Source: an optimization exercise on an open RTL-to-GDS flow (aim: small area, a short achievable clock period and few clock cycles per item). Production flows keep margins and buffers that such runs may drop. RTL that was checked went through simulation tests only; none was proved equivalent to the original. Function not checked in runs 2 to 7: the RTL went through the layout flow alone. No activity file was given, so power comes from the tool's default toggle rates.

[design.v]
module bubble_sort_unit(
    input wire       CLK,
    input wire       RST,
    input wire       start_i,
    input wire  [8-1:0] in_data0_i,
    input wire  [8-1:0] in_data1_i,
    input wire  [8-1:0] in_data2_i,
    input wire  [8-1:0] in_data3_i,
    input wire  [8-1:0] in_data4_i,
    input wire  [8-1:0] in_data5_i,
    input wire  [8-1:0] in_data6_i,
    input wire  [8-1:0] in_data7_i,
    input wire  [8-1:0] in_data8_i,
    output wire [8-1:0] out_data0_o,
    output wire [8-1:0] out_data1_o,
    output wire [8-1:0] out_data2_o,
    output wire [8-1:0] out_data3_o,
    output wire [8-1:0] out_data4_o,
    output wire [8-1:0] out_data5_o,
    output wire [8-1:0] out_data6_o,
    output wire [8-1:0] out_data7_o,
    output wire [8-1:0] out_data8_o,
    output wire valid_o
);
    localparam W = 8;
    reg         busy_r;
    reg         phase_r;
    reg [W-1:0] d_r [0:8];
    reg [7:0]   gt_r;
    wire [W-1:0] in_w [0:8];
    assign in_w[0] = in_data0_i;
    assign in_w[1] = in_data1_i;
    assign in_w[2] = in_data2_i;
    assign in_w[3] = in_data3_i;
    assign in_w[4] = in_data4_i;
    assign in_w[5] = in_data5_i;
    assign in_w[6] = in_data6_i;
    assign in_w[7] = in_data7_i;
    assign in_w[8] = in_data8_i;
    wire [8:0]   take_r_w, take_l_w;
    wire [W-1:0] nx_w [0:8];
    function automatic gt8(input [7:0] a, input [7:0] b);
        reg [7:0] g1, e1;
        reg [3:0] g2, e2;
        reg [1:0] g3, e3;
        integer n;
        begin
            g1 = a & ~b;
            e1 = ~(a ^ b);
            for (n = 0; n < 4; n = n + 1) begin
                g2[n] = g1[2*n+1] | (e1[2*n+1] & g1[2*n]);
                e2[n] = e1[2*n+1] & e1[2*n];
            end
            for (n = 0; n < 2; n = n + 1) begin
                g3[n] = g2[2*n+1] | (e2[2*n+1] & g2[2*n]);
                e3[n] = e2[2*n+1] & e2[2*n];
            end
            gt8 = g3[1] | (e3[1] & g3[0]);
        end
    endfunction
    genvar i;
    generate
        for (i = 0; i < 8; i = i + 1) begin : sw
            assign take_r_w[i]   = gt_r[i] & (phase_r == i[0]);
            assign take_l_w[i+1] = gt_r[i] & (phase_r == i[0]);
        end
        assign take_r_w[8] = 1'b0;
        assign take_l_w[0] = 1'b0;
        for (i = 0; i < 9; i = i + 1) begin : regs
            wire s_in = ~busy_r;
            wire s_r  = busy_r & take_r_w[i];
            wire s_l  = busy_r & take_l_w[i];
            wire s_h  = busy_r & ~take_r_w[i] & ~take_l_w[i];
            assign nx_w[i] = ({W{s_in}} & in_w[i])
                           | ({W{s_r}}  & d_r[(i+1) % 9])
                           | ({W{s_l}}  & d_r[(i+8) % 9])
                           | ({W{s_h}}  & d_r[i]);
            always @(posedge CLK) d_r[i] <= nx_w[i];
        end
        for (i = 0; i < 8; i = i + 1) begin : cmp
            always @(posedge CLK) gt_r[i] <= gt8(nx_w[i], nx_w[i+1]);
        end
    endgenerate
    always @(posedge CLK or negedge RST) begin
        if (!RST) begin
            busy_r  <= 1'b0;
            phase_r <= 1'b0;
        end else begin
            busy_r  <= start_i;
            phase_r <= busy_r & ~phase_r;
        end
    end
    assign valid_o = busy_r & ~|gt_r;
    assign out_data0_o = d_r[0];
    assign out_data1_o = d_r[1];
    assign out_data2_o = d_r[2];
    assign out_data3_o = d_r[3];
    assign out_data4_o = d_r[4];
    assign out_data5_o = d_r[5];
    assign out_data6_o = d_r[6];
    assign out_data7_o = d_r[7];
    assign out_data8_o = d_r[8];
endmodule
[flow/run.sh]
#!/bin/bash
# The standard layout, with the port buffers made from the smallest buffer
# cell and a clock tree of smaller buffers without dummy loads.
set -euo pipefail
bash standard.sh \
  'BUFFER_PORTS_ARGS=-buffer_cell sky130_fd_sc_hd__buf_1' \
  'CTS_ARGS=-sink_clustering_enable -repair_clock_nets -dont_use_dummy_load -buf_list sky130_fd_sc_hd__clkbuf_8' \
  finish > standard_flow.log 2>&1
[standard.sh]
#!/bin/bash
# synth_recipe.tcl (not shown) runs the flow's synth.tcl, then flattens the netlist and writes it again
# the make line also repeats each setting of config.mk as NAME=value (left out here)
make -C /OpenROAD-flow-scripts/flow DESIGN_CONFIG=/design/flow/config.mk WORK_HOME=/design/flow/orfs CLKGATE_MAP_FILE= SYNTH_SCRIPT=/design/flow/synth_recipe.tcl "${@:-finish}"
[config.mk]
export PLATFORM = sky130hd
export DESIGN_NAME = bubble_sort_unit
export DESIGN_NICKNAME = bubble_sort_unit
export VERILOG_FILES = /design/flow/design.v
export SDC_FILE = /design/flow/constraint.sdc
export NUM_CORES = 4
export LEC_CHECK = 0
export CAP_MARGIN = 20
export CORE_MARGIN = 2
export CORE_UTILIZATION = 40
export SETUP_SLACK_MARGIN = 2.3
export SLEW_MARGIN = 20
[constraint.sdc]
create_clock -name core_clock -period 5.0 [get_ports {CLK}]
set_input_delay 1.0000 -clock core_clock [delete_from_list [all_inputs] [get_ports {CLK}]]
set_output_delay 1.0000 -clock core_clock [all_outputs]
set_load 0.01 [all_outputs]
==> flow_summary_export.csv, run 1 <==
group,metric,value,unit
outcome,outcome,"no timing/DRC/antenna violations",
grt,grt_pass1_vias,5041,
place,detailed_place.area,5710,sq um
final_layout,final_cell_area,6000,sq um
setup_path,r2r_end,"gt_r[6]$_DFF_P_",
clock_network,cts_hold_buf,0,
final_layout,final_cells,924,
timing,slew-limit-headroom,62.6,%
synth,synth_largest_type_area_fraction,31.4,%
setup_path,timing.critical_path.required,5.27,ns
grt,initial_antenna_violation_count,0,
floorplan,die_area,13700,sq um
job,max_cap_violations,0,
timing,final_max_slew_viol_count,0,
routing,remaining_drc_errors,0,
final_layout,regArea,1660,sq um
floorplan,pin_count,148,
min_path,min_path_type,"in -> async",
routing,routed_wl,16.5,mm
clock_network,tritoncts.num_buffers,9,
final_layout,fin_nets,885,
grt,grt_first_pass_wirelength,25.2,mm
place,numPlacedInstances,906,
grt,grt_overflow,0,
floorplan,horizontal_die_dimension,117,um
synth,number_of_enable_type_register_cells_in_the_synthesized_netlist,0,
final_layout,post_route_cells_drive_above_1_share,5.72,%
synth,synth.top_cells.by_area,"dfxtp_1, ha_1, a221o_1, inv_1, a221oi_1",
power_and_ir_drop,power.static_leakage,2.74,nW
grt,maximum_number_of_pins_on_one_net_before_global_route_repair,39,
place,port_buffers,147,
clock_network,clock_edge_transition_at_the_registers_on_the_reported_setup_and_hold_paths,0.09,ns
routing,drt-wirelength-per-cell,17.8,um
clock_network,clk_latency,0.38,ns
timing,fmax,389,MHz
synth,postSynthCellCount,624,
synth,yosys_warnings,2,
clock_network,tritoncts_clock_tree,"done",
floorplan,rows,41,
clock_network,clock-sinks,82,
clock_network,clockBufferDepth,2,
synth,postSynth.asyncResetShare,2.44,%
synth,ys_dominant_reg_cell,"dfxtp_1",
setup_path,crit_arrival,2.84,ns
routing,detail-route-antenna-nets,0,
synth,synth.yosys.seq_area_share,32.4,%
floorplan,core_region_area,12500,sq um
setup_path,reg2regPathDepth,9,
floorplan,chip_height,117,um
final_layout,syn2layout_area_growth,17.7,%
synth,syn-cell-area,5100,sq um
final_layout,multiInputGateArea,3010,sq um
timing,fin_skew,0.0221,ns
timing,finalSetupTns,0,ns
clock_network,cts_root_buffer,"clkbuf_8",
setup_path,critPathKind,"reg -> reg",
place,gp_congestion,0.878,
floorplan,initial_utilization,40.7,%
timing,worst-slew-pin-transition,0.560,ns
routing,first_pass_iters,5,
grt,gr-usage-all-layers,23.9,%
synth,synth.net_count,755,
timing,number_of_endpoints_failing_setup_at_the_final_stage,0,
setup_path,worstPathMaxFanout,35,
final_layout,utilization,47.9,%
routing,viasPerCell,5.67,
synth,yosys_register_bits,82,
setup_path,critPathLaunchType,"register",
place,place_hpwl,12.6,mm
timing,grt_setup_unrepaired,"true",
timing,final_min_period_over_clock_period,51.4,%
synth,yosys.area.top_type,"dfxtp_1",
setup_path,cp_endpoint_kind,"register",
timing,final_number_of_hold_violating_endpoints,0,
routing,drt_iter0_markers,388,
clock_network,clock_tree.htree_level_count,3,
final_layout,fillers,1333,
power_and_ir_drop,p_per_area,464,nW/um^2
setup_path,worstReg2RegStart,"busy_r$_DFF_PN0_",
final_layout,num_antenna_cells,0,
routing,routed-via-count,5241,
power_and_ir_drop,vdd_ir_drop_max,0.186,mV
timing,fin_crit,2.57,ns
setup_path,reg2reg_slack,2.43,ns
synth,post_synth.cell_area_avg,8.17,sq um
synth,synth_cell_types,40,
worst max-delay path: stages (launching register included):
cell       delay [ns]
dfrtp_4          0.52
buf_4            0.25
and3_1           0.28
a221o_1          0.41
inv_1            0.07
ha_1             0.23
a21oi_1          0.13
o21ai_0          0.15
a2111oi_2        0.33
a21oi_1          0.11
how the worst max path moves through the flow:
stage,startpoint,to,slack [ns],cells past startpoint
2_1_floorplan,phase_r$_DFF_PN0_,gt_r[4]$_DFF_P_,2.39,13
3_3_place_gp,busy_r$_DFF_PN0_,gt_r[0]$_DFF_P_,1.91,8
3_5_place_dp,busy_r$_DFF_PN0_,gt_r[4]$_DFF_P_,1.79,10
4_1_cts,phase_r$_DFF_PN0_,gt_r[0]$_DFF_P_,2.27,8
5_1_grt,busy_r$_DFF_PN0_,gt_r[6]$_DFF_P_,2.19,9
6_report,busy_r$_DFF_PN0_,gt_r[6]$_DFF_P_,2.43,9
registers in the layout, summed over array words and instances, names as in the netlist:
signal and flops:
d_r 72, gt_r 8, busy_r 1, phase_r 1
metal layers:
| metal | global-route usage, % | routed length (um) | up-vias |
|---|---|---|---|
| met5 | 0 | 0 | - |
| li1 | - | - | 2526 |
| met3 | 3.45 | 1120 | 29 |
| met4 | 9.80 | 365 | 0 |
| met2 | 41.0 | 7940 | 220 |
| met1 | 30.1 | 7030 | 2466 |
synth_stat cells (4+ instances only):
master and count:
nand4_1 7, a21o_1 12, a2111oi_0 4, inv_1 93, ha_1 56, mux2i_1 15, nand2b_1 4, a211oi_1 4
clkbuf_1 25, a21oi_1 34, dfxtp_1 80, o22ai_1 4, a221oi_1 36, and3_1 8, o21ai_1 13, nand2_1 61
nor2_1 31, buf_2 9, buf_1 4, and2_1 6, a221o_1 40, o21ai_0 43, nand3_1 6
metrics by stage:
stage	hold slack, ns	setup slack [ns]	power, mW
finish	0.427	2.43	2.78
global route	0.436	2.19	3.01
CTS	0.431	2.27	2.73
detailed placement	0.549	1.79	2.32
global placement	0.533	1.91	2.29
floorplan	0.521	2.39	1.89
power by group:
| part | switching (mW) | internal [mW] |
|---|---|---|
| registers | 0.283 | 0.842 |
| logic | 0.720 | 0.545 |
| clock network | 0.229 | 0.161 |
logic make-up (layout without fill, tap and decap cells):
group           after synthesis  count (layout)  synth area share, %
simple gates                134             134                 12.1
fa+ha+maj                    56              56                 13.7
mux                          15              15                 2.95
flops                        82              82                 32.4
buf+inv                     132             260                 10.1
compound gates              205             205                 28.7
final cells by class:
class / instances / area share (%)
sequential: 82 / 27.6
multi-input combinational: 410 / 50.2
timing repair buffer: 158 / 10.7
inverter: 93 / 5.82
clock buffer: 9 / 2.07
tap: 172 / 3.59
placed cells by master (no fill, tap or decap), types with 9 or more instances in the layout:
cell / netlist / final
a21oi_1: 34 / 34
o21ai_1: 13 / 14
a221oi_1: 36 / 33
buf_4: 0 / 9
mux2i_1: 15 / 15
a221o_1: 40 / 40
o21ai_0: 43 / 42
nor2_1: 31 / 31
nand2_1: 61 / 61
buf_1: 4 / 147
clkbuf_8: 0 / 9
a21o_1: 12 / 12
ha_1: 56 / 56
dfxtp_1: 80 / 80
inv_1: 93 / 93
what timing repair did:
item                                    4_1_cts  5_1_grt
endpoints found under the setup margin        8        8
gates resized for setup                      12       20
buffers inserted                              2        7
pin swaps                                     0        5
Testbench counts, summed over its fixed seeds: cycles 24,349, items 2,400.
==> run 2, diff against run 1 <==
--- a/design.v
+++ b/design.v
@@ -29,2 +29,3 @@
     reg [7:0]   gt_r;
+    reg         sorted_r;
     wire [W-1:0] in_w [0:8];
@@ -39,4 +40,2 @@
     assign in_w[8] = in_data8_i;
-    wire [8:0]   take_r_w, take_l_w;
-    wire [W-1:0] nx_w [0:8];
     function automatic gt8(input [7:0] a, input [7:0] b);
@@ -60,2 +59,7 @@
     endfunction
+    wire [8:0]   take_r_w, take_l_w;
+    wire [W-1:0] nx_w [0:8];
+    wire [6:0]   gt2_w;
+    wire [5:0]   gt3_w;
+    wire [7:0]   gt_sort_w, gt_in_w, gt_nx_w;
     genvar i;
@@ -79,6 +83,25 @@
         end
-        for (i = 0; i < 8; i = i + 1) begin : cmp
-            always @(posedge CLK) gt_r[i] <= gt8(nx_w[i], nx_w[i+1]);
+        for (i = 0; i < 7; i = i + 1) begin : cmp2
+            assign gt2_w[i] = gt8(d_r[i], d_r[i+2]);
+        end
+        for (i = 0; i < 6; i = i + 1) begin : cmp3
+            assign gt3_w[i] = gt8(d_r[i], d_r[i+3]);
+        end
+        for (i = 0; i < 8; i = i + 1) begin : nxt
+            if (i == 0) begin : first
+                assign gt_sort_w[i] = (phase_r != i[0]) & (gt_r[0] | gt2_w[0]);
+            end else if (i == 7) begin : last
+                assign gt_sort_w[i] = (phase_r != i[0]) & (gt_r[7] | gt2_w[6]);
+            end else begin : mid
+                assign gt_sort_w[i] = (phase_r != i[0]) &
+                    (gt_r[i] | gt2_w[i] | gt2_w[i-1] | gt3_w[i-1]);
+            end
+            assign gt_in_w[i] = gt8(in_w[i], in_w[i+1]);
+            assign gt_nx_w[i] = busy_r ? gt_sort_w[i] : gt_in_w[i];
         end
     endgenerate
+    always @(posedge CLK) begin
+        gt_r     <= gt_nx_w;
+        sorted_r <= ~|gt_nx_w;
+    end
     always @(posedge CLK or negedge RST) begin
@@ -92,3 +115,3 @@
     end
-    assign valid_o = busy_r & ~|gt_r;
+    assign valid_o = busy_r & sorted_r;
     assign out_data0_o = d_r[0];
--- a/config.mk
+++ b/config.mk
@@ -10,3 +10,2 @@
 export CORE_UTILIZATION = 40
-export SETUP_SLACK_MARGIN = 2.3
 export SLEW_MARGIN = 20
==> run 2 against run 1 <==
Via count grew 30%. Clock-buffer cell count is the same. Synthesized cell count grew 34%. Power shrank 15%. Sequential power shrank 12%. Largest power group is now registers. Worst hold slack lost 0.025 ns. Maximum frequency shrank 9.5%. Highest routed layer unchanged. Global-route usage grew 0.37 points.
==> flow_summary_export.csv, run 2 <==
group,metric,value,unit
final_layout,final_cell_area,7710,sq um
clock_network,clockBufferDepth,2,
setup_path,critPathKind,"reg -> reg",
setup_path,worstPathMaxFanout,7,
setup_path,cp_endpoint_kind,"register",
setup_path,critPathLaunchType,"register",
job,max_cap_violations,0,
setup_path,r2r_end,"sorted_r$_DFF_P_",
clock_network,tritoncts_clock_tree,"done",
timing,final_min_period_over_clock_period,56.8,%
place,detailed_place.area,7590,sq um
grt,grt_overflow,0,
clock_network,cts_resized,0,
clock_network,tritoncts.num_buffers,9,
setup_path,reg2reg_slack,2.16,ns
place,place_hpwl,16.7,mm
final_layout,most_used_cells_in_the_layout_excluding_fill_and_tap_cells,"ha_1, buf_1, nand2_1, inv_1",
clock_network,cts_hold_buf,0,
power_and_ir_drop,vdd_ir_drop_max,0.136,mV
timing,grt_setup_unrepaired,"false",
final_layout,multiInputGateArea,4610,sq um
setup_path,worst_setup_path_startpoint,"d_r[4][5]$_DFF_P_",
timing,finalSetupTns,0,ns
timing,fmax,352,MHz
clock_network,cts_setup_buffers,0,
outcome,outcome,"no timing/DRC/antenna violations",
setup_path,crit_arrival,3.13,ns
floorplan,initial_utilization,41.0,%
power_and_ir_drop,power.static_leakage,3.70,nW
synth,synth_top_cells_by_count,"ha_1, nand2_1, inv_1",
synth,yosys.area.top_type,"ha_1",
clock_network,clock-sinks,83,
clock_network,clock_tree.htree_level_count,3,
setup_path,timing.critical_path.required,5.29,ns
grt,grt_first_pass_wirelength,34.3,mm
timing,final_max_slew_viol_count,0,
timing,fin_skew,0.0289,ns
timing,worst-slew-pin-transition,0.828,ns
min_path,min_path_type,"in -> async",
final_layout,largest_register,"d_r",
routing,drt_iter0_markers,586,
final_layout,syn2layout_area_growth,13.1,%
final_layout,largest_registers,"d_r: 72 flops, gt_r: 8 flops",
synth,synth_cell_types,55,
timing,number_of_endpoints_failing_setup_at_the_final_stage,0,
place,gp_congestion,0.877,
grt,initial_antenna_violation_count,0,
synth,synth.top_cells.by_area,"ha_1, dfxtp_1, nand2_1, inv_1, a21oi_1",
final_layout,fin_nets,1197,
routing,detail-route-antenna-nets,0,
routing,first_pass_iters,6,
synth,number_of_enable_type_register_cells_in_the_synthesized_netlist,0,
final_layout,regArea,1670,sq um
final_layout,fillers,1754,
floorplan,die_area,18100,sq um
timing,slew-limit-headroom,44.8,%
floorplan,rows,47,
setup_path,worstReg2RegStart,"d_r[4][5]$_DFF_P_",
clock_network,clk_latency,0.39,ns
place,port_buffers,147,
grt,gr-usage-all-layers,24.2,%
final_layout,num_antenna_cells,0,
floorplan,core_region_area,16600,sq um
power_and_ir_drop,p_per_area,307,nW/um^2
synth,synth.most_common_cell,"ha_1",
routing,routed_wl,21.5,mm
synth,ys_dominant_reg_cell,"dfxtp_1",
floorplan,chip_height,135,um
final_layout,largest_reg_flops,72,
routing,drt-wirelength-per-cell,18.1,um
clock_network,cts_root_buffer,"clkbuf_8",
clock_network,clock_edge_transition_at_the_registers_on_the_reported_setup_and_hold_paths,0.07,ns
synth,synth.yosys.seq_area_share,24.5,%
synth,synth_largest_type_area_fraction,27.0,%
grt,maximum_number_of_pins_on_one_net_before_global_route_repair,70,
synth,yosys_warnings,2,
routing,routed-via-count,6810,
routing,remaining_drc_errors,0,
grt,grt_pass1_vias,6454,
synth,synth.net_count,1060,
power_and_ir_drop,report.power.total,2.37,mW
synth,yosys_register_bits,83,
synth,postSynthCellCount,838,
setup_path,reg2regPathDepth,9,
final_layout,post_route_cells_drive_above_1_share,2.57,%
synth,syn-cell-area,6820,sq um
timing,final_number_of_hold_violating_endpoints,0,
synth,post_synth.cell_area_avg,8.14,sq um
timing,fin_crit,2.84,ns
routing,viasPerCell,5.71,
floorplan,pin_count,148,
synth,postSynth.asyncResetShare,2.41,%
floorplan,horizontal_die_dimension,135,um
## run 2: changes by cell type in the layout (fill, tap and decap cells not counted), moves of 8 or more
cell,change
ha_1,+91
nand2_1,+73
a21oi_1,+47
a222oi_1,+40
a221oi_1,-32
a221o_1,-24
o21ai_0,-24
nand4b_1,+20
inv_1,+18
o21ai_1,-8
## run 2: worst max-delay path, cell delays in order (launching register included)
cell       delay, ns
dfxtp_1         0.52
inv_1           0.12
ha_1            0.34
a2111oi_2       0.30
nand2_1         0.09
o22ai_1         0.26
nand4_1         0.15
a221o_1         0.36
or4_1           0.48
nor4_2          0.14
## run 2: worst max path at each step
stage	end	slack, ns
3_3_place_gp	sorted_r$_DFF_P_	1.81
3_5_place_dp	sorted_r$_DFF_P_	1.83
6_report	sorted_r$_DFF_P_	2.16
5_1_grt	sorted_r$_DFF_P_	1.97
4_1_cts	sorted_r$_DFF_P_	2.16
2_1_floorplan	sorted_r$_DFF_P_	2.21
## run 2: power by group
part           internal, mW  switching [mW]  total, mW
sequential            0.772           0.220      0.992
combinational         0.413           0.554      0.967
clock                 0.162           0.247      0.408
## run 2: per-stage QoR
| step | hold WS (ns) | util [%] | setup slack [ns] | instances |
|---|---|---|---|---|
| finish | 0.402 | 46.3 | 2.16 | 1193 |
| global route | 0.393 | 46.3 | 1.97 | 1193 |
| CTS | 0.380 | 46.3 | 2.16 | 1193 |
| detailed placement | 0.501 | 45.6 | 1.83 | 1184 |
| global placement | 0.501 | 45.5 | 1.81 | 1183 |
| floorplan | 0.516 | - | 2.21 | 838 |
## run 2: logic make-up (layout without fill, tap and decap cells)
family | count (synthesis) | after routing | synth area share, %
flops | 83 | 83 | 24.5
mux | 8 | 8 | 1.17
simple gates | 235 | 235 | 16.2
compound gates | 224 | 224 | 23.3
buf+inv | 141 | 276 | 7.87
fa+ha+maj | 147 | 147 | 27.0
## run 2: layout make-up
| class | instances | share of cell area (%) |
|---|---|---|
| timing repair buffer | 153 | 7.74 |
| tap | 220 | 3.57 |
| clock buffer | 9 | 1.61 |
| sequential | 83 | 21.7 |
| multi-input combinational | 614 | 59.8 |
| inverter | 114 | 5.55 |
## run 2: per-layer routing
metal | vias to the layer above | track usage (%) | share of wire, %
met5 | - | 0 | 0
met4 | 0 | 6.08 | 1.6
met3 | 25 | 4.24 | 5.3
met2 | 228 | 42.8 | 48
met1 | 3184 | 30.6 | 45
li1 | 3373 | - | -
==> run 3, diff against run 2 <==
--- a/design.v
+++ b/design.v
@@ -28,3 +28,3 @@
     reg [W-1:0] d_r [0:8];
-    reg [7:0]   gt_r;
+    reg [7:0]   swap_r;
     reg         sorted_r;
@@ -59,49 +59,24 @@
     endfunction
-    wire [8:0]   take_r_w, take_l_w;
     wire [W-1:0] nx_w [0:8];
-    wire [6:0]   gt2_w;
-    wire [5:0]   gt3_w;
-    wire [7:0]   gt_sort_w, gt_in_w, gt_nx_w;
+    wire [7:0]   gt_w;
+    wire         phase_nx_w = busy_r & ~phase_r;
     genvar i;
     generate
-        for (i = 0; i < 8; i = i + 1) begin : sw
-            assign take_r_w[i]   = gt_r[i] & (phase_r == i[0]);
-            assign take_l_w[i+1] = gt_r[i] & (phase_r == i[0]);
-        end
-        assign take_r_w[8] = 1'b0;
-        assign take_l_w[0] = 1'b0;
         for (i = 0; i < 9; i = i + 1) begin : regs
-            wire s_in = ~busy_r;
-            wire s_r  = busy_r & take_r_w[i];
-            wire s_l  = busy_r & take_l_w[i];
-            wire s_h  = busy_r & ~take_r_w[i] & ~take_l_w[i];
-            assign nx_w[i] = ({W{s_in}} & in_w[i])
-                           | ({W{s_r}}  & d_r[(i+1) % 9])
-                           | ({W{s_l}}  & d_r[(i+8) % 9])
-                           | ({W{s_h}}  & d_r[i]);
+            wire s_r = (i < 8) ? swap_r[i % 8]     : 1'b0;
+            wire s_l = (i > 0) ? swap_r[(i + 7) % 8] : 1'b0;
+            wire s_h = busy_r & ~s_r & ~s_l;
+            assign nx_w[i] = ({W{~busy_r}} & in_w[i])
+                           | ({W{s_r}}     & d_r[(i+1) % 9])
+                           | ({W{s_l}}     & d_r[(i+8) % 9])
+                           | ({W{s_h}}     & d_r[i]);
             always @(posedge CLK) d_r[i] <= nx_w[i];
         end
-        for (i = 0; i < 7; i = i + 1) begin : cmp2
-            assign gt2_w[i] = gt8(d_r[i], d_r[i+2]);
-        end
-        for (i = 0; i < 6; i = i + 1) begin : cmp3
-            assign gt3_w[i] = gt8(d_r[i], d_r[i+3]);
-        end
-        for (i = 0; i < 8; i = i + 1) begin : nxt
-            if (i == 0) begin : first
-                assign gt_sort_w[i] = (phase_r != i[0]) & (gt_r[0] | gt2_w[0]);
-            end else if (i == 7) begin : last
-                assign gt_sort_w[i] = (phase_r != i[0]) & (gt_r[7] | gt2_w[6]);
-            end else begin : mid
-                assign gt_sort_w[i] = (phase_r != i[0]) &
-                    (gt_r[i] | gt2_w[i] | gt2_w[i-1] | gt3_w[i-1]);
-            end
-            assign gt_in_w[i] = gt8(in_w[i], in_w[i+1]);
-            assign gt_nx_w[i] = busy_r ? gt_sort_w[i] : gt_in_w[i];
+        for (i = 0; i < 8; i = i + 1) begin : cmp
+            assign gt_w[i] = gt8(nx_w[i], nx_w[i+1]);
+            always @(posedge CLK)
+                swap_r[i] <= start_i & gt_w[i] & (phase_nx_w == i[0]);
         end
     endgenerate
-    always @(posedge CLK) begin
-        gt_r     <= gt_nx_w;
-        sorted_r <= ~|gt_nx_w;
-    end
+    always @(posedge CLK) sorted_r <= ~|gt_w;
     always @(posedge CLK or negedge RST) begin
@@ -112,3 +87,3 @@
             busy_r  <= start_i;
-            phase_r <= busy_r & ~phase_r;
+            phase_r <= phase_nx_w;
         end
--- a/config.mk
+++ b/config.mk
@@ -10,2 +10,3 @@
 export CORE_UTILIZATION = 40
+export SETUP_SLACK_MARGIN = 2.7
 export SLEW_MARGIN = 20
==> run 3 against run 2 <==
Clock-buffer cell count is the same. Still clean. Largest cell class unchanged. Sequential cell count is the same. Non-clock buffer count grew 44. Worst hold slack lost 0.0085 ns. Sequential power grew 51%. Area after synthesis shrank 30%.
==> flow_summary_export.csv, run 3 <==
group,metric,value,unit
synth,yosys_register_bits,83,
clock_network,tritoncts.num_buffers,9,
final_layout,largest_register,"d_r",
synth,syn-cell-area,4770,sq um
job,max_cap_violations,0,
timing,grt_setup_unrepaired,"true",
clock_network,cts_root_buffer,"clkbuf_8",
synth,ys_dominant_reg_cell,"dfxtp_1",
place,place_hpwl,12.0,mm
routing,viasPerCell,5.87,
timing,final_min_period_over_clock_period,56.5,%
timing,worst-slew-pin-transition,0.631,ns
grt,maximum_number_of_pins_on_one_net_before_global_route_repair,21,
outcome,outcome,"no timing/DRC/antenna violations",
timing,number_of_endpoints_failing_setup_at_the_final_stage,0,
grt,initial_antenna_violation_count,0,
clock_network,clk_latency,0.37,ns
min_path,min_path_type,"in -> async",
timing,fmax,354,MHz
clock_network,clock_tree.htree_level_count,3,
grt,grt_first_pass_wirelength,26.1,mm
final_layout,largest_reg_flops,72,
synth,synth_largest_type_area_fraction,34.0,%
final_layout,num_antenna_cells,0,
setup_path,critPathKind,"reg -> reg",
power_and_ir_drop,p_per_area,678,nW/um^2
timing,final_number_of_hold_violating_endpoints,0,
routing,routed-via-count,4835,
final_layout,largest_registers,"d_r: 72 flops, swap_r: 8 flops",
final_layout,final_cells,824,
place,gp_congestion,0.893,
place,port_buffers,147,
final_layout,post_route_cells_drive_above_1_share,22.5,%
setup_path,critPathLaunchType,"register",
synth,number_of_enable_type_register_cells_in_the_synthesized_netlist,0,
synth,yosys.area.top_type,"dfxtp_1",
final_layout,syn2layout_area_growth,39.5,%
synth,post_synth.cell_area_avg,9.54,sq um
clock_network,clockBufferDepth,2,
routing,detail-route-antenna-nets,0,
grt,gr-usage-all-layers,26.1,%
timing,finalSetupTns,0,ns
power_and_ir_drop,vdd_ir_drop_max,0.261,mV
routing,drt_iter0_markers,410,
routing,drt-wirelength-per-cell,20.4,um
setup_path,timing.critical_path.required,5.31,ns
final_layout,fin_nets,814,
setup_path,worstPathMaxFanout,6,
synth,yosys_warnings,2,
synth,postSynthCellCount,500,
clock_network,cts_hold_buf,0,
timing,final_max_slew_viol_count,0,
final_layout,most_common_library_cell_in_the_layout_ignoring_fill_and_taps,"buf_1",
clock_network,clock_edge_transition_at_the_registers_on_the_reported_setup_and_hold_paths,0.09,ns
power_and_ir_drop,report.power.total,4.52,mW
floorplan,rows,39,
synth,synth.net_count,631,
clock_network,tritoncts_clock_tree,"done",
place,numPlacedInstances,766,
final_layout,most_used_cells_in_the_layout_excluding_fill_and_tap_cells,"buf_1, dfxtp_1, inv_1, a22o_1, ha_1",
timing,fin_skew,0.0197,ns
grt,grt_pass1_vias,4805,
floorplan,horizontal_die_dimension,113,um
floorplan,die_area,12800,sq um
power_and_ir_drop,power.static_leakage,2.85,nW
synth,synth_cell_types,46,
setup_path,crit_arrival,3.13,ns
floorplan,initial_utilization,41.4,%
floorplan,core_region_area,11500,sq um
routing,remaining_drc_errors,0,
floorplan,pin_count,148,
setup_path,cp_endpoint_kind,"register",
routing,routed_wl,16.8,mm
grt,grt_overflow,0,
final_layout,fillers,1006,
synth,synth.most_common_cell,"dfxtp_1",
synth,synth_top_cells_by_count,"dfxtp_1, inv_1, ha_1",
timing,fin_crit,2.82,ns
clock_network,clock-sinks,83,
synth,synth.top_cells.by_area,"dfxtp_1, ha_1, a22o_1, a221o_1, a221oi_1",
routing,first_pass_iters,17,
synth,postSynth.asyncResetShare,2.41,%
timing,slew-limit-headroom,57.5,%
synth,synth.yosys.seq_area_share,35.0,%
floorplan,chip_height,113,um
[run 3: cell count changes in the layout (fill, tap and decap cells not counted), moves of 13 or more]
cell / previous run / this run
buf_6: 0 / 18
a22o_1: 1 / 53
a21oi_1: 81 / 12
a222oi_1: 40 / 0
ha_1: 147 / 44
inv_1: 111 / 58
a221oi_2: 0 / 13
nand2_1: 134 / 22
nand4b_1: 20 / 0
a221o_1: 16 / 30
buf_4: 6 / 25
nor2_1: 34 / 9
[run 3: worst paths after layout]
check	start	endpoint	slack, ns	depth (start not counted)
max in group asynchronous	RST	busy_r$_DFF_PN0_	4.47	1
min in group core_clock	phase_r$_DFF_PN0_	phase_r$_DFF_PN0_	0.44	1
hold / removal	RST	phase_r$_DFF_PN0_	0.39	1
hold reg to reg	phase_r$_DFF_PN0_	phase_r$_DFF_PN0_	0.44	1
setup reg to reg	busy_r$_DFF_PN0_	sorted_r$_DFF_P_	2.18	12
setup / recovery	busy_r$_DFF_PN0_	sorted_r$_DFF_P_	2.18	12
[run 3: final cells by class]
class / instances / area (sq um) / share of cell area (%)
clock buffers: 9 / 124 / 1.86
inverters: 65 / 251 / 3.78
multi-input cells: 326 / 3260 / 49.0
flip-flops and latches: 83 / 1690 / 25.3
well taps: 143 / 179 / 2.69
repair buffers: 197 / 1150 / 17.2
repair inverters: 1 / 6.26 / 0.0939
[run 3: kinds of logic (layout without fill, tap and decap cells)]
kind of cell	count (synthesis)	after routing	synth area share [%]
flops	83	83	35.0
compound gates	186	186	32.0
buf+inv	91	272	7.81
simple gates	84	84	10.4
fa+ha+maj	56	56	14.7
[run 3: worst max-delay path, stage by stage (launching register included)]
cell and delay, ns:
dfrtp_2 0.48, buf_12 0.16, nor3b_4 0.17, buf_6 0.15, a221oi_2 0.24, inv_1 0.12, ha_4 0.24, a211oi_2 0.20
a211oi_2 0.07, a311oi_2 0.35, nand3_1 0.14, a2111oi_2 0.21, and4_1 0.22
[run 3: through the flow]
stage | util (%) | area (sq um) | setup WS [ns] | hold WS (ns)
final | 57.8 | 6660 | 2.18 | 0.393
after global routing | 57.8 | 6660 | 2.00 | 0.380
after CTS | 55.7 | 6420 | 2.19 | 0.381
after detailed placement | 47.8 | 5510 | 1.76 | 0.428
after global placement | 47.8 | 5510 | 1.75 | 0.419
after floorplan | - | 4890 | 2.16 | 0.404
[run 3: repair_timing]
item                       CTS  global route
setup buffers               32            12
resized for setup           77            36
pin swaps                   33            14
gates cloned                 5             0
setup endpoints to repair   10            11
[run 3: metal layers]
metal	global-route usage (%)	part of all wire, %	vias to the layer above
li1	-	-	2291
met1	35.1	44	2334
met2	43.0	48	180
met3	3.80	5.7	30
met4	9.19	2.2	0
met5	0	0	-
[run 3: power by group]
part | leakage (nW) | switching [mW] | internal, mW | total [mW]
Clock | 0.0647 | 0.228 | 0.161 | 0.390
Combinational | 2.08 | 1.37 | 1.26 | 2.63
Sequential | 0.707 | 0.547 | 0.951 | 1.50
Total | 2.85 | 2.14 | 2.37 | 4.52
==> run 4, diff against run 3 <==
--- a/config.mk
+++ b/config.mk
@@ -10,3 +10,3 @@
 export CORE_UTILIZATION = 40
-export SETUP_SLACK_MARGIN = 2.7
+export SETUP_SLACK_MARGIN = 2.3
 export SLEW_MARGIN = 20
==> run 4 against run 3 <==
Still clean on timing, DRC and antenna. Maximum frequency is 1.8% lower. Worst hold slack better by 0.0047 ns. Synthesized cell count stayed put. Area after synthesis stayed put. Power is 11% lower. First-iteration DRC count is 18% lower. Critical path type is now in -> reg. Critical endpoint unchanged. Highest routed layer unchanged.
==> flow_summary_export.csv, run 4 <==
group,metric,value,unit
outcome,outcome,"no timing/DRC/antenna violations",
final_layout,utilization,51.5,%
grt,grt_first_pass_wirelength,24.9,mm
synth,yosys_warnings,2,
synth,yosys_register_bits,83,
final_layout,post_route_cells_drive_above_1_share,11.2,%
setup_path,crit_slowest_cell,"a311oi_2",
setup_path,timing.critical_path.slowest_cell_delay,0.31,ns
grt,grt_overflow,0,
synth,synth.most_common_cell,"dfxtp_1",
clock_network,tritoncts_clock_tree,"done",
setup_path,cp_endpoint_kind,"register",
floorplan,die_area,12800,sq um
grt,maximum_number_of_pins_on_one_net_before_global_route_repair,24,
power_and_ir_drop,power.combinational.fraction,53.8,%
timing,slew-limit-headroom,59.5,%
synth,synth_top_cells_by_count,"dfxtp_1, inv_1, ha_1",
timing,number_of_endpoints_failing_setup_at_the_final_stage,0,
timing,fmax,348,MHz
timing,fin_crit,2.88,ns
clock_network,cts_root_buffer,"clkbuf_8",
routing,routed_wl,15.9,mm
power_and_ir_drop,seq_power_share,36.6,%
timing,fin_skew,0.0166,ns
synth,syn-cell-area,4770,sq um
floorplan,rows,39,
final_layout,syn2layout_area_growth,24.4,%
power_and_ir_drop,netSwitchingPower,1.94,mW
place,port_buffers,147,
synth,post_synth.cell_area_avg,9.54,sq um
power_and_ir_drop,power_frac_clock,9.6,%
floorplan,pin_count,148,
final_layout,largest_register,"d_r",
final_layout,most_used_cells_in_the_layout_excluding_fill_and_tap_cells,"buf_1, dfxtp_1, inv_1, ha_1, a22o_1",
setup_path,crit_arrival,3.19,ns
final_layout,largest_registers,"d_r: 72 flops, swap_r: 8 flops",
grt,grt_pass1_vias,4678,
final_layout,num_antenna_cells,0,
synth,ys_dominant_reg_cell,"dfxtp_1",
timing,finalSetupTns,0,ns
power_and_ir_drop,intPower,2.08,mW
setup_path,reg2reg_slack,2.14,ns
final_layout,final_cell_area,5930,sq um
setup_path,r2r_end,"sorted_r$_DFF_P_",
grt,gr-usage-all-layers,24.9,%
final_layout,largest_reg_flops,72,
routing,routed-via-count,4615,
synth,synth.top_cells.by_area,"dfxtp_1, ha_1, a22o_1, a221o_1, a221oi_1",
power_and_ir_drop,switching_share,48.2,%
clock_network,clock_edge_transition_at_the_registers_on_the_reported_setup_and_hold_paths,0.08,ns
clock_network,tritoncts.num_buffers,9,
final_layout,fin_nets,777,
clock_network,clk_latency,0.37,ns
power_and_ir_drop,vdd_ir_drop_max,0.231,mV
floorplan,chip_height,113,um
setup_path,path_cells,"buf_1 -> a22o_1 -> a221o_1 -> buf_4 -> ha_1 -> o21ai_2 -> a211oi_1 -> a311oi_2 -> nand3_1 -> a2111oi_4 -> and4_1",
floorplan,core_region_area,11500,sq um
timing,final_critical_path_setup_slack,2.12,ns
grt,initial_antenna_violation_count,0,
setup_path,worstReg2RegStart,"busy_r$_DFF_PN0_",
timing,final_number_of_hold_violating_endpoints,0,
power_and_ir_drop,power.static_leakage,2.58,nW
synth,postSynthCellCount,500,
floorplan,initial_utilization,41.4,%
clock_network,clock_tree.htree_level_count,3,
timing,final_min_period_over_clock_period,57.5,%
clock_network,clock-sinks,83,
place,detailed_place.area,5440,sq um
setup_path,critPathLaunchType,"primary input",
place,place_hpwl,12.0,mm
place,pre_cts_ws,1.67,ns
routing,detail-route-antenna-nets,0,
synth,synth.yosys.seq_area_share,35.0,%
synth,synth.net_count,631,
power_and_ir_drop,p_per_area,677,nW/um^2
min_path,min_path_type,"in -> async",
routing,drt_iter0_markers,335,
setup_path,timing.critical_path.required,5.31,ns
timing,worst-slew-pin-transition,0.601,ns
routing,viasPerCell,5.86,
routing,drt-wirelength-per-cell,20.2,um
job,max_cap_violations,0,
routing,first_pass_iters,15,
setup_path,worstPathMaxFanout,2,
final_layout,most_common_library_cell_in_the_layout_ignoring_fill_and_taps,"buf_1",
routing,remaining_drc_errors,0,
timing,final_max_slew_viol_count,0,
synth,yosys.area.top_type,"dfxtp_1",
synth,synth_largest_type_area_fraction,34.0,%
place,gp_congestion,0.889,
synth,synth_cell_types,46,
setup_path,critPathKind,"in -> reg",
synth,number_of_enable_type_register_cells_in_the_synthesized_netlist,0,
timing,grt_setup_unrepaired,"true",
clock_network,clockBufferDepth,2,
setup_path,reg2regPathDepth,11,
floorplan,horizontal_die_dimension,113,um
synth,postSynth.asyncResetShare,2.41,%
[run 4: cell counts after synthesis]
Identical to the previous run, type by type.
[run 4: layer usage]
layer	GRT usage (%)	share of wire (%)	up-vias
met2	41.8	49	160
met3	3.86	5.1	15
li1	-	-	2217
met5	0	0	-
met1	32.4	45	2223
met4	8.78	1.4	0
[run 4: power groups by stage]
stage	Sequential [mW]	Clock (mW)	Combinational, mW
6_report	1.47	0.386	2.16
5_1_grt	1.51	0.417	2.42
4_1_cts	1.44	0.397	2.04
3_5_place_dp	1.43	0	1.96
3_3_place_gp	1.43	0	1.93
2_1_floorplan	1.29	0	1.38
[run 4: worst max path at each step]
stage,slack [ns],cells after the start,end,start
floorplan,2.16,9,sorted_r$_DFF_P_,in_data7_i[5]
global placement,1.70,10,sorted_r$_DFF_P_,swap_r[2]$_DFF_P_
detailed placement,1.67,10,sorted_r$_DFF_P_,swap_r[2]$_DFF_P_
CTS,2.13,12,sorted_r$_DFF_P_,busy_r$_DFF_PN0_
global route,1.98,11,sorted_r$_DFF_P_,busy_r$_DFF_PN0_
finish,2.12,11,sorted_r$_DFF_P_,in_data1_i[2]
[run 4: through the flow]
stage | cells | power [mW] | hold WS [ns]
2_1_floorplan | 500 | 2.67 | 0.404
3_3_place_gp | 766 | 3.36 | 0.426
3_5_place_dp | 766 | 3.39 | 0.421
4_1_cts | 785 | 3.87 | 0.385
5_1_grt | 787 | 4.34 | 0.391
6_report | 787 | 4.02 | 0.398
[run 4: area by class of cell]
type | instances | area, sq um
multi-input cells | 326 | 2970
well taps | 143 | 179
fillers | 1125 | 5580
inverters | 65 | 246
flip-flops and latches | 83 | 1690
repair buffers | 161 | 732
clock buffers | 9 | 124
[run 4: timing repair]
item / in CTS / in global routing
setup buffers: 8 / 2
gates resized for setup: 28 / 20
endpoints found under the setup margin: 8 / 5
gates cloned: 2 / 0
pin swaps: 4 / 7
hold buffers: 0 / 0
[run 4: logic make-up (layout without fill, tap and decap cells)]
kind of cell             after synthesis  count (layout)  synth area share [%]
flip-flops                            83              83                  35.0
AND/OR/NAND/NOR                       84              84                  10.4
AO/OA/AOI/OAI                        186             186                  32.0
adder cells (fa/ha/maj)               56              56                  14.7
buffers and inverters                 91             235                  7.81
[run 4: worst max-delay path: cells and delay by family]
kind	cells	cell delay (ns)
buffers and inverters	2	0.21
adders and majority gates	1	0.29
AOI/OAI and AO/OA	6	1.28
and+or+nand+nor	2	0.39
==> run 5, diff against run 4 <==
--- a/design.v
+++ b/design.v
@@ -26,6 +26,6 @@
     reg         busy_r;
-    reg         phase_r;
+    reg         done_r;
+    reg [1:0]   pass_r;
     reg [W-1:0] d_r [0:8];
-    reg [7:0]   swap_r;
-    reg         sorted_r;
+    reg [3:0]   swap_a_r;
     wire [W-1:0] in_w [0:8];
@@ -59,34 +59,50 @@
     endfunction
-    wire [W-1:0] nx_w [0:8];
-    wire [7:0]   gt_w;
-    wire         phase_nx_w = busy_r & ~phase_r;
+    wire [W-1:0] m_w [0:8];
+    wire [W-1:0] b_w [0:8];
+    wire [3:0]   swap_b_w;
+    wire [3:0]   swap_a_nx_w;
     genvar i;
     generate
+        for (i = 0; i < 9; i = i + 1) begin : layer_a
+            if (i == 8) begin : lone
+                assign m_w[i] = busy_r ? d_r[8] : in_w[8];
+            end else begin : pair
+                wire s = swap_a_r[i / 2];
+                wire h = busy_r & ~s;
+                assign m_w[i] = ({W{~busy_r}} & in_w[i])
+                              | ({W{s}}       & d_r[i ^ 1])
+                              | ({W{h}}       & d_r[i]);
+            end
+        end
+        assign b_w[0] = m_w[0];
+        for (i = 1; i < 9; i = i + 2) begin : layer_b
+            wire s = gt8(m_w[i], m_w[i+1]);
+            assign swap_b_w[i/2] = s;
+            assign b_w[i]   = s ? m_w[i+1] : m_w[i];
+            assign b_w[i+1] = s ? m_w[i]   : m_w[i+1];
+        end
         for (i = 0; i < 9; i = i + 1) begin : regs
-            wire s_r = (i < 8) ? swap_r[i % 8]     : 1'b0;
-            wire s_l = (i > 0) ? swap_r[(i + 7) % 8] : 1'b0;
-            wire s_h = busy_r & ~s_r & ~s_l;
-            assign nx_w[i] = ({W{~busy_r}} & in_w[i])
-                           | ({W{s_r}}     & d_r[(i+1) % 9])
-                           | ({W{s_l}}     & d_r[(i+8) % 9])
-                           | ({W{s_h}}     & d_r[i]);
-            always @(posedge CLK) d_r[i] <= nx_w[i];
+            always @(posedge CLK) d_r[i] <= b_w[i];
         end
-        for (i = 0; i < 8; i = i + 1) begin : cmp
-            assign gt_w[i] = gt8(nx_w[i], nx_w[i+1]);
-            always @(posedge CLK)
-                swap_r[i] <= start_i & gt_w[i] & (phase_nx_w == i[0]);
+        assign swap_a_nx_w[0] = gt8(m_w[0], m_w[1]) | gt8(m_w[0], m_w[2]);
+        for (i = 1; i < 4; i = i + 1) begin : next_a
+            assign swap_a_nx_w[i] =
+                  gt8(m_w[2*i-1], m_w[2*i+1]) | gt8(m_w[2*i-1], m_w[2*i+2])
+                | gt8(m_w[2*i],   m_w[2*i+1]) | gt8(m_w[2*i],   m_w[2*i+2]);
         end
     endgenerate
-    always @(posedge CLK) sorted_r <= ~|gt_w;
+    always @(posedge CLK) swap_a_r <= {4{start_i}} & swap_a_nx_w;
+    wire sorted_w = ~|swap_b_w | (pass_r == 2'd3);
     always @(posedge CLK or negedge RST) begin
         if (!RST) begin
-            busy_r  <= 1'b0;
-            phase_r <= 1'b0;
+            busy_r <= 1'b0;
+            done_r <= 1'b0;
+            pass_r <= 2'd0;
         end else begin
-            busy_r  <= start_i;
-            phase_r <= phase_nx_w;
+            busy_r <= start_i;
+            done_r <= start_i & (done_r | (busy_r & sorted_w));
+            pass_r <= busy_r ? pass_r + 2'd1 : 2'd0;
         end
     end
-    assign valid_o = busy_r & sorted_r;
+    assign valid_o = done_r;
     assign out_data0_o = d_r[0];
--- a/config.mk
+++ b/config.mk
@@ -10,3 +10,3 @@
 export CORE_UTILIZATION = 40
-export SETUP_SLACK_MARGIN = 2.3
+export SETUP_SLACK_MARGIN = 1.8
 export SLEW_MARGIN = 20
==> run 5 against run 4 <==
Synthesized cell count is 38% higher. Area after synthesis is 37% higher. Via count rose by 27%. Sequential share of layout area fell by 7.0 points. Global-route usage fell by 3.0 points. Clock skew increased by 0.0047 ns. Clock power grew 2%. Core utilization shrank 3.5 points. Wire length up 20%. Combinational power up 100%. Sequential cell count shrank 3. Critical path type is now reg -> reg. Highest routed layer unchanged.
==> flow_summary_export.csv, run 5 <==
group,metric,value,unit
power_and_ir_drop,vdd_ir_drop_max,0.303,mV
timing,grt_setup_unrepaired,"true",
routing,routed_wl,19.0,mm
setup_path,reg2reg_slack,1.90,ns
synth,synth.yosys.seq_area_share,24.9,%
timing,fmax,322,MHz
timing,fin_skew,0.0214,ns
synth,syn-cell-area,6520,sq um
place,place_hpwl,14.7,mm
synth,post_synth_and_or_nand_nor_area_fraction,14.3,%
routing,detail-route-antenna-nets,0,
setup_path,cp_endpoint_kind,"register",
grt,grt_first_pass_wirelength,30.2,mm
synth,post_synth_xor_area_fraction,0.269,%
synth,post_synth.cell_area_avg,9.46,sq um
setup_path,timing.critical_path.required,5.32,ns
clock_network,clock_tree.htree_level_count,3,
final_layout,largest_registers,"d_r: 72 flops, swap_a_r: 4 flops, pass_r: 2 flops",
timing,final_max_slew_viol_count,0,
synth,synth_top_cells_by_count,"ha_1, dfxtp_1, nor2b_1",
routing,viasPerCell,5.49,
synth,synth.mux.area_fraction,8.62,%
synth,synth_area_in_compound_gates,23.3,%
setup_path,crit_arrival,3.42,ns
grt,grt_overflow,0,
floorplan,horizontal_die_dimension,132,um
floorplan,initial_utilization,41.0,%
final_layout,syn2layout_area_growth,17.0,%
grt,maximum_number_of_pins_on_one_net_before_global_route_repair,35,
synth,ys_dominant_reg_cell,"dfxtp_1",
outcome,outcome,"no timing/DRC/antenna violations",
setup_path,critPathKind,"reg -> reg",
synth,synth.net_count,878,
final_layout,fillers,1634,
timing,fin_crit,3.10,ns
clock_network,cts_hold_buf,0,
synth,synth_fa_ha_area_share,22.5,%
power_and_ir_drop,report.power.total,6.23,mW
synth,number_of_enable_type_register_cells_in_the_synthesized_netlist,0,
synth,yosys_warnings,2,
timing,final_number_of_hold_violating_endpoints,0,
timing,slew-limit-headroom,49.1,%
grt,gr-usage-all-layers,21.9,%
routing,drt-wirelength-per-cell,17.8,um
place,port_buffers,147,
synth,postSynth.asyncResetShare,5.00,%
synth,yosys.area.top_type,"dfxtp_1",
power_and_ir_drop,power.static_leakage,3.45,nW
floorplan,die_area,17300,sq um
place,numPlacedInstances,1031,
clock_network,cts_root_buffer,"clkbuf_8",
setup_path,critPathLaunchType,"register",
routing,first_pass_iters,5,
timing,worst-slew-pin-transition,0.764,ns
final_layout,num_antenna_cells,0,
final_layout,largest_register,"d_r",
timing,number_of_endpoints_failing_setup_at_the_final_stage,0,
timing,final_min_period_over_clock_period,62.0,%
clock_network,clock-sinks,80,
job,max_cap_violations,0,
final_layout,utilization,48.0,%
routing,remaining_drc_errors,0,
final_layout,most_used_cells_in_the_layout_excluding_fill_and_tap_cells,"buf_1, ha_1, dfxtp_1, nor2b_1, mux2i_1",
grt,initial_antenna_violation_count,0,
timing,finalSetupTns,0,ns
place,gp_congestion,0.888,
synth,synth.top_cells.by_area,"dfxtp_1, ha_1, mux2i_1, a221o_1, nor2b_1",
final_layout,most_common_library_cell_in_the_layout_ignoring_fill_and_taps,"buf_1",
floorplan,pin_count,148,
final_layout,fin_nets,1042,
clock_network,tritoncts.num_buffers,9,
clock_network,clk_latency,0.38,ns
power_and_ir_drop,p_per_area,817,nW/um^2
clock_network,tritoncts_clock_tree,"done",
clock_network,clockBufferDepth,2,
synth,combinational_family_with_the_most_area_after_synthesis,"compound AO/OA/AOI/OAI gates",
synth,synth_largest_type_area_fraction,23.3,%
final_layout,post_route_cells_drive_above_1_share,10.9,%
synth,synth.most_common_cell,"ha_1",
synth,synth_cell_types,55,
synth,yosys_register_bits,80,
floorplan,chip_height,132,um
min_path,min_path_type,"in -> async",
routing,drt_iter0_markers,363,
synth,postSynthCellCount,689,
floorplan,rows,46,
grt,grt_pass1_vias,5582,
final_layout,largest_reg_flops,72,
clock_network,clock_edge_transition_at_the_registers_on_the_reported_setup_and_hold_paths,0.08,ns
floorplan,core_region_area,15900,sq um
setup_path,worstPathMaxFanout,9,
final_layout,final_cells,1067,
routing,routed-via-count,5853,
[run 5: area by class of cell]
type                    instances  area (sq um)  share of cell area [%]
inverters                      52           200                    2.62
clock buffers                   9           124                    1.62
flip-flops and latches         80          1630                    21.4
well taps                     216           270                    3.54
multi-input cells             526          4530                    59.4
repair buffers                184           875                    11.5
[run 5: layer usage]
metal	global-route usage [%]	up-vias	share of wire, %
li1	-	2937	-
met1	32.3	2727	52
met2	33.1	176	43
met3	3.86	13	4.7
met4	4.59	0	0.87
met5	0	-	0
[run 5: logic make-up after synthesis]
| logic type | Yosys count |
|---|---|
| XOR/XNOR | 2 |
| AND/OR/NAND/NOR | 164 |
| buffers and inverters | 83 |
| adder cells (fa/ha/maj) | 118 |
| multiplexers | 56 |
| AO/OA/AOI/OAI | 186 |
| flip-flops | 80 |
[run 5: metrics by stage]
| step | hold WS [ns] | worst slack (ns) | cell area, sq um |
|---|---|---|---|
| after floorplan | 0.409 | 1.81 | 6520 |
| after global placement | 0.426 | 1.32 | 7220 |
| after detailed placement | 0.425 | 1.35 | 7220 |
| after CTS | 0.431 | 1.81 | 7480 |
| after global routing | 0.458 | 1.78 | 7630 |
| final | 0.447 | 1.90 | 7630 |
[run 5: timing repair]
item	CTS	global route
resized for setup	14	14
setup buffers	12	15
setup endpoints to repair	65	42
pin swaps	0	8
[run 5: path summary, 6_finish.rpt]
kind	start	end	cells after the start
min in group core_clock	pass_r[0]$_DFF_PN0_	pass_r[0]$_DFF_PN0_	1
hold / removal	RST	busy_r$_DFF_PN0_	1
setup reg to reg	busy_r$_DFF_PN0_	done_r$_DFF_PN0_	12
hold reg to reg	pass_r[0]$_DFF_PN0_	pass_r[0]$_DFF_PN0_	1
setup / recovery	busy_r$_DFF_PN0_	done_r$_DFF_PN0_	12
max in group asynchronous	RST	busy_r$_DFF_PN0_	1
[run 5: power by group]
part | total, mW | switching [mW] | internal, mW
sequential | 1.44 | 0.432 | 1.01
combinational | 4.39 | 2.45 | 1.95
clock | 0.394 | 0.232 | 0.161
total | 6.23 | 3.11 | 3.12
[run 5: worst max-delay path: stages (launching register included)]
cell,delay [ns]
dfrtp_4,0.55
buf_4,0.17
nor2b_4,0.15
a221o_1,0.40
inv_1,0.14
ha_1,0.27
and3_1,0.17
o21ai_0,0.23
o311a_1,0.29
o41a_1,0.19
buf_4,0.14
and3_4,0.17
a41o_1,0.18
==> run 6, diff against run 5 <==
--- a/config.mk
+++ b/config.mk
@@ -10,3 +10,3 @@
 export CORE_UTILIZATION = 40
-export SETUP_SLACK_MARGIN = 1.8
+export SETUP_SLACK_MARGIN = 2.2
 export SLEW_MARGIN = 20
==> run 6 against run 5 <==
Die area unchanged. Critical path depth unchanged. Wire length increased by 3.9%. Via count increased by 3.8%. Non-clock buffer count increased by 26. Register-to-register slack improved by 0.20 ns. Highest routed layer unchanged. Clock-buffer cell count unchanged. Clock skew increased by 0.00068 ns. Core utilization increased by 3.8 points. Combinational power increased by 17%. Worst hold slack improved by 0.0098 ns.
==> flow_summary_export.csv, run 6 <==
group,metric,value,unit
grt,gr-usage-all-layers,22.5,%
setup_path,cp_endpoint_kind,"register",
synth,synth.most_common_cell,"ha_1",
synth,synth.top_cells.by_area,"dfxtp_1, ha_1, mux2i_1, a221o_1, nor2b_1",
final_layout,most_used_cells_in_the_layout_excluding_fill_and_tap_cells,"buf_1, ha_1, dfxtp_1, nor2b_1, mux2i_1",
final_layout,largest_registers,"d_r: 72 flops, swap_a_r: 4 flops, pass_r: 2 flops",
power_and_ir_drop,report.power.total,6.96,mW
power_and_ir_drop,power.static_leakage,3.63,nW
min_path,min_path_type,"in -> async",
timing,final_max_slew_viol_count,0,
synth,number_of_enable_type_register_cells_in_the_synthesized_netlist,0,
power_and_ir_drop,p_per_area,845,nW/um^2
floorplan,pin_count,148,
timing,number_of_endpoints_failing_setup_at_the_final_stage,0,
synth,synth.net_count,878,
clock_network,clock_tree.htree_level_count,3,
synth,syn-cell-area,6520,sq um
grt,maximum_number_of_pins_on_one_net_before_global_route_repair,26,
routing,first_pass_iters,5,
synth,ys_dominant_reg_cell,"dfxtp_1",
routing,drt_iter0_markers,304,
synth,postSynth.asyncResetShare,5.00,%
clock_network,clockBufferDepth,2,
synth,yosys.area.top_type,"dfxtp_1",
synth,yosys_register_bits,80,
routing,routed-via-count,6078,
synth,synth.yosys.seq_area_share,24.9,%
timing,grt_setup_unrepaired,"true",
synth,synth_cell_types,55,
synth,postSynthCellCount,689,
clock_network,clk_latency,0.38,ns
routing,drt-wirelength-per-cell,18.1,um
job,max_cap_violations,0,
clock_network,tritoncts.num_buffers,9,
setup_path,reg2reg_slack,2.10,ns
routing,remaining_drc_errors,0,
timing,fmax,345,MHz
floorplan,chip_height,132,um
floorplan,core_region_area,15900,sq um
final_layout,largest_register,"d_r",
routing,routed_wl,19.8,mm
timing,fin_skew,0.0221,ns
final_layout,fin_nets,1070,
place,place_hpwl,14.9,mm
grt,initial_antenna_violation_count,0,
floorplan,horizontal_die_dimension,132,um
setup_path,crit_arrival,3.13,ns
outcome,outcome,"no timing/DRC/antenna violations",
routing,viasPerCell,5.55,
setup_path,worstPathMaxFanout,7,
floorplan,initial_utilization,41.0,%
synth,synth_largest_type_area_fraction,23.3,%
timing,slew-limit-headroom,49.7,%
clock_network,clock_edge_transition_at_the_registers_on_the_reported_setup_and_hold_paths,0.08,ns
synth,synth_top_cells_by_count,"ha_1, dfxtp_1, nor2b_1",
grt,grt_pass1_vias,6006,
floorplan,die_area,17300,sq um
setup_path,critPathLaunchType,"register",
timing,finalSetupTns,0,ns
timing,final_number_of_hold_violating_endpoints,0,
place,port_buffers,147,
routing,detail-route-antenna-nets,0,
grt,grt_overflow,0,
setup_path,critPathKind,"reg -> reg",
final_layout,syn2layout_area_growth,26.3,%
synth,post_synth.cell_area_avg,9.46,sq um
final_layout,num_antenna_cells,0,
clock_network,clock-sinks,80,
power_and_ir_drop,vdd_ir_drop_max,0.287,mV
final_layout,largest_reg_flops,72,
final_layout,post_route_cells_drive_above_1_share,19.8,%
timing,final_min_period_over_clock_period,58.0,%
final_layout,most_common_library_cell_in_the_layout_ignoring_fill_and_taps,"buf_1",
place,gp_congestion,0.878,
clock_network,cts_root_buffer,"clkbuf_8",
synth,yosys_warnings,2,
grt,grt_first_pass_wirelength,31.4,mm
clock_network,tritoncts_clock_tree,"done",
timing,fin_crit,2.90,ns
setup_path,timing.critical_path.required,5.23,ns
floorplan,rows,46,
timing,worst-slew-pin-transition,0.754,ns
## run 6: metrics by stage
step | hold WS [ns] | area (sq um) | util, % | instances | setup WS, ns
detailed placement | 0.464 | 7340 | 46.2 | 1029 | 1.29
floorplan | 0.409 | 6670 | - | 689 | 1.93
global route | 0.467 | 8230 | 51.8 | 1095 | 2.01
global placement | 0.429 | 7340 | 46.2 | 1029 | 1.33
finish | 0.457 | 8230 | 51.8 | 1095 | 2.10
CTS | 0.451 | 7960 | 50.1 | 1080 | 2.16
## run 6: cells by family (layout without fill, tap and decap cells)
kind of cell             Yosys count  after routing  synth area share, %
AO/OA/AOI/OAI                    186            187                 23.3
XOR/XNOR                           2              2                0.269
adder cells (fa/ha/maj)          118            118                 22.5
buffers and inverters             83            271                 6.16
flip-flops                        80             80                 24.9
multiplexers                      56             56                 8.62
AND/OR/NAND/NOR                  164            165                 14.3
## run 6: area by class of cell
type                       instances  area (sq um)
clock buffer                       9           124
tap                              216           270
timing repair buffer             210          1130
multi-input combinational        528          4870
inverter                          52           203
sequential                        80          1640
fill                            1545          7650
## run 6: final timing paths
path,from,cells past startpoint,end
min in group core_clock,pass_r[0]$_DFF_PN0_,1,pass_r[0]$_DFF_PN0_
min reg2reg,pass_r[0]$_DFF_PN0_,1,pass_r[0]$_DFF_PN0_
max in group asynchronous,RST,1,busy_r$_DFF_PN0_
max reg2reg,busy_r$_DFF_PN0_,12,d_r[3][1]$_DFF_P_
min,RST,1,pass_r[1]$_DFF_PN0_
max,busy_r$_DFF_PN0_,12,d_r[3][1]$_DFF_P_
## run 6: repair_timing
item,CTS,global route
resized for setup,39,39
hold buffers,0,0
pin swaps,22,8
cloned,1,3
buffers inserted,41,12
setup endpoints to repair,69,66
## run 6: power breakdown
part / internal (mW) / switching [mW] / total (mW)
sequential: 1.01 / 0.429 / 1.44
clock: 0.161 / 0.229 / 0.391
combinational: 2.38 / 2.75 / 5.12
## run 6: layer usage
layer / part of all wire, % / global-route usage [%]
met1: 46 / 29.5
met2: 48 / 37.6
met3: 4.1 / 3.63
met4: 1.8 / 7.31
met5: 0 / 0
## run 6: worst max-delay path: stages, from the launching register on
cell and delay (ns):
dfrtp_4 0.55, buf_12 0.16, nor2b_4 0.13, a221o_1 0.42
ha_4 0.30, and4_4 0.24, nand2_4 0.05, o311a_1 0.32
o41a_1 0.15, buf_6 0.15, buf_4 0.14, nor2_2 0.09
a21oi_1 0.05
==> run 7, diff against run 6 <==
--- a/design.v
+++ b/design.v
@@ -41,5 +41,5 @@
     function automatic gt8(input [7:0] a, input [7:0] b);
-        reg [7:0] g1, e1;
-        reg [3:0] g2, e2;
-        reg [1:0] g3, e3;
+        reg [7:0] g1, l1;
+        reg [3:0] g2, l2;
+        reg [1:0] g3, l3;
         integer n;
@@ -47,12 +47,12 @@
             g1 = a & ~b;
-            e1 = ~(a ^ b);
+            l1 = ~a & b;
             for (n = 0; n < 4; n = n + 1) begin
-                g2[n] = g1[2*n+1] | (e1[2*n+1] & g1[2*n]);
-                e2[n] = e1[2*n+1] & e1[2*n];
+                g2[n] = g1[2*n+1] | (~l1[2*n+1] & g1[2*n]);
+                l2[n] = l1[2*n+1] | (~g1[2*n+1] & l1[2*n]);
             end
             for (n = 0; n < 2; n = n + 1) begin
-                g3[n] = g2[2*n+1] | (e2[2*n+1] & g2[2*n]);
-                e3[n] = e2[2*n+1] & e2[2*n];
+                g3[n] = g2[2*n+1] | (~l2[2*n+1] & g2[2*n]);
+                l3[n] = l2[2*n+1] | (~g2[2*n+1] & l2[2*n]);
             end
-            gt8 = g3[1] | (e3[1] & g3[0]);
+            gt8 = g3[1] | (~l3[1] & g3[0]);
         end
==> run 7 against run 6 <==
Sequential cell count is the same. Largest power group unchanged. Clock skew up 0.0063 ns. Critical endpoint is now d_r[2][4]$_DFF_P_. Area after synthesis is 6.2% lower. Worst hold slack worse by 0.029 ns. Design area is 4.9% higher. Clock power hardly changed. Core utilization is 5.4 points higher.
==> flow_summary_export.csv, run 7 <==
group,metric,value,unit
final_layout,most_common_library_cell_in_the_layout_ignoring_fill_and_taps,"buf_1",
floorplan,initial_utilization,40.5,%
setup_path,cp_endpoint_kind,"register",
timing,worst-slew-pin-transition,0.802,ns
routing,drt-wirelength-per-cell,20.5,um
timing,fin_skew,0.0284,ns
routing,routed_wl,22.9,mm
synth,yosys.area.top_type,"dfxtp_1",
grt,initial_antenna_violation_count,0,
power_and_ir_drop,power.static_leakage,3.21,nW
clock_network,clock-sinks,80,
grt,maximum_number_of_pins_on_one_net_before_global_route_repair,30,
synth,synth.top_cells.by_area,"dfxtp_1, nor2b_1, a221o_1, mux2i_1, a221oi_1",
place,gp_congestion,0.943,
synth,post_synth.cell_area_avg,8.71,sq um
grt,grt_peak_use_layer,"met2",
timing,fmax,344,MHz
routing,detail-route-antenna-nets,0,
clock_network,tritoncts_clock_tree,"done",
min_path,min_path_type,"in -> async",
job,max_cap_violations,0,
synth,yosys_register_bits,80,
final_layout,regArea,1630,sq um
grt,grt_pass1_vias,6333,
clock_network,cts_hold_buf,0,
synth,synth.yosys.seq_area_share,26.5,%
final_layout,final_cell_area,8640,sq um
synth,yosys_warnings,2,
timing,number_of_endpoints_failing_setup_at_the_final_stage,0,
place,place_hpwl,14.1,mm
floorplan,core_region_area,15100,sq um
routing,viasPerCell,6.34,
power_and_ir_drop,p_per_area,732,nW/um^2
synth,ys_dominant_reg_cell,"dfxtp_1",
timing,fin_crit,2.91,ns
timing,final_number_of_hold_violating_endpoints,0,
final_layout,final_cells,1113,
setup_path,reg2regPathDepth,10,
clock_network,cts_root_buffer,"clkbuf_8",
floorplan,horizontal_die_dimension,128,um
synth,synth_largest_type_area_fraction,24.9,%
clock_network,clock_tree.htree_level_count,3,
outcome,outcome,"no timing/DRC/antenna violations",
floorplan,pin_count,148,
grt,grt_overflow,0,
synth,number_of_enable_type_register_cells_in_the_synthesized_netlist,0,
setup_path,critPathLaunchType,"register",
routing,drt_iter0_markers,518,
final_layout,largest_register,"d_r",
synth,postSynthCellCount,702,
final_layout,largest_reg_flops,72,
final_layout,largest_registers,"d_r: 72 flops, swap_a_r: 4 flops, pass_r: 2 flops",
synth,synth_top_cells_by_count,"dfxtp_1, nor2b_1, nor2_1",
setup_path,worstPathMaxFanout,9,
place,port_buffers,147,
clock_network,clock_edge_transition_at_the_registers_on_the_reported_setup_and_hold_paths,0.09,ns
final_layout,fillers,1334,
synth,synth.net_count,778,
synth,synth.most_common_cell,"dfxtp_1",
synth,synth_cell_types,70,
final_layout,post_route_cells_drive_above_1_share,29.3,%
final_layout,syn2layout_area_growth,41.2,%
clock_network,clk_latency,0.39,ns
timing,slew-limit-headroom,46.5,%
final_layout,multiInputGateArea,4880,sq um
grt,global_route.usage.met2,43.5,%
grt,gr-usage-all-layers,25.9,%
timing,final_max_slew_viol_count,0,
floorplan,die_area,16300,sq um
timing,finalSetupTns,0,ns
final_layout,fin_nets,1003,
synth,postSynth.asyncResetShare,5.00,%
setup_path,crit_arrival,3.23,ns
clock_network,tritoncts.num_buffers,9,
floorplan,rows,45,
timing,final_min_period_over_clock_period,58.2,%
floorplan,chip_height,128,um
grt,grt_first_pass_wirelength,33.6,mm
final_layout,most_used_cells_in_the_layout_excluding_fill_and_tap_cells,"buf_1, buf_4, dfxtp_1, nor2b_1, nor2_1",
grt,use_met1,33.5,%
timing,grt_setup_unrepaired,"true",
routing,routed-via-count,7060,
synth,syn-cell-area,6110,sq um
power_and_ir_drop,vdd_ir_drop_max,0.393,mV
place,detailed_place.area,6750,sq um
clock_network,clockBufferDepth,2,
routing,remaining_drc_errors,0,
routing,first_pass_iters,5,
final_layout,utilization,57.2,%
timing,timing.hold.ws,0.428,ns
setup_path,critPathKind,"reg -> reg",
final_layout,num_antenna_cells,0,
setup_path,timing.critical_path.required,5.32,ns
place,numPlacedInstances,998,
grt,grt_util_met3,5.15,%
==> run 7: cell types whose count changed after synthesis, sizes merged, moves of 18 or more <==
| cell | change |
|---|---|
| nor2 | +28 |
| ha | -113 |
| inv | -43 |
| a221oi | +37 |
| o22ai | +19 |
| buf | +18 |
| maj3 | +22 |
==> run 7: per-stage QoR <==
stage          setup slack [ns]  total power [mW]
2_1_floorplan              2.12              3.88
3_3_place_gp               1.32              4.64
3_5_place_dp               1.21              4.70
4_1_cts                    2.12              5.73
5_1_grt                    1.97              6.72
6_report                   2.09              6.32
==> run 7: area by class of cell <==
cell class / count / share of cell area (%)
Multi-Input combinational cell: 564 / 56.6
Timing Repair Buffer: 264 / 20.1
Sequential cell: 80 / 18.9
Tap cell: 188 / 2.72
Clock buffer: 9 / 1.43
Inverter: 8 / 0.348
==> run 7: path summary, 6_finish.rpt <==
check / end / slack, ns / start
max: d_r[2][4]$_DFF_P_ / 2.09 / busy_r$_DFF_PN0_
max reg2reg: d_r[2][4]$_DFF_P_ / 2.09 / busy_r$_DFF_PN0_
min in group core_clock: pass_r[0]$_DFF_PN0_ / 0.44 / pass_r[0]$_DFF_PN0_
max in group asynchronous: busy_r$_DFF_PN0_ / 4.36 / RST
min reg2reg: pass_r[0]$_DFF_PN0_ / 0.44 / pass_r[0]$_DFF_PN0_
min: busy_r$_DFF_PN0_ / 0.43 / RST
==> run 7: power by group <==
group	switching (mW)	total, mW	internal [mW]
Clock	0.230	0.391	0.161
Sequential	0.520	1.50	0.976
Combinational	2.36	4.43	2.08
==> run 7: critical path, stage by stage, from the launching register on <==
cell and delay [ns]:
dfrtp_4 0.52, buf_8 0.15, nor2b_4 0.14, buf_6 0.12, buf_16 0.13, buf_4 0.13
a221o_2 0.42, a222oi_1 0.39, o21ai_2 0.19, o21ai_4 0.40, mux2i_1 0.24
==> run 7: metal layers <==
| metal | share of wire (%) | vias to the layer above |
|---|---|---|
| li1 | - | 3250 |
| met1 | 41 | 3390 |
| met2 | 48 | 352 |
| met3 | 7.4 | 68 |
| met4 | 3.3 | 0 |
| met5 | 0 | - |
==> run 7: logic make-up (layout without fill, tap and decap cells) <==
| logic type | Yosys count | in the layout | synth area share, % |
|---|---|---|---|
| mux | 51 | 51 | 8.53 |
| flops | 80 | 80 | 26.5 |
| compound gates | 282 | 283 | 37.5 |
| fa+ha+maj | 27 | 27 | 4.62 |
| simple gates | 198 | 203 | 16.6 |
| buf+inv | 64 | 281 | 6.16 |
==> run 7: what timing repair did <==
action,4_1_cts,5_1_grt
pin swaps,36,42
cloned,8,5
gates resized for setup,76,76
setup endpoints to repair,62,61
setup buffers,47,46

Re-timed with assumed drivers on the ports (clkbuf_16 on the clock, buf_2 on other inputs), run 7 has 2.090 ns of setup slack against 2.090 ns with ideal ports, and 1.850 ns once port delays also move by the mid clock arrival of 0.412 ns.
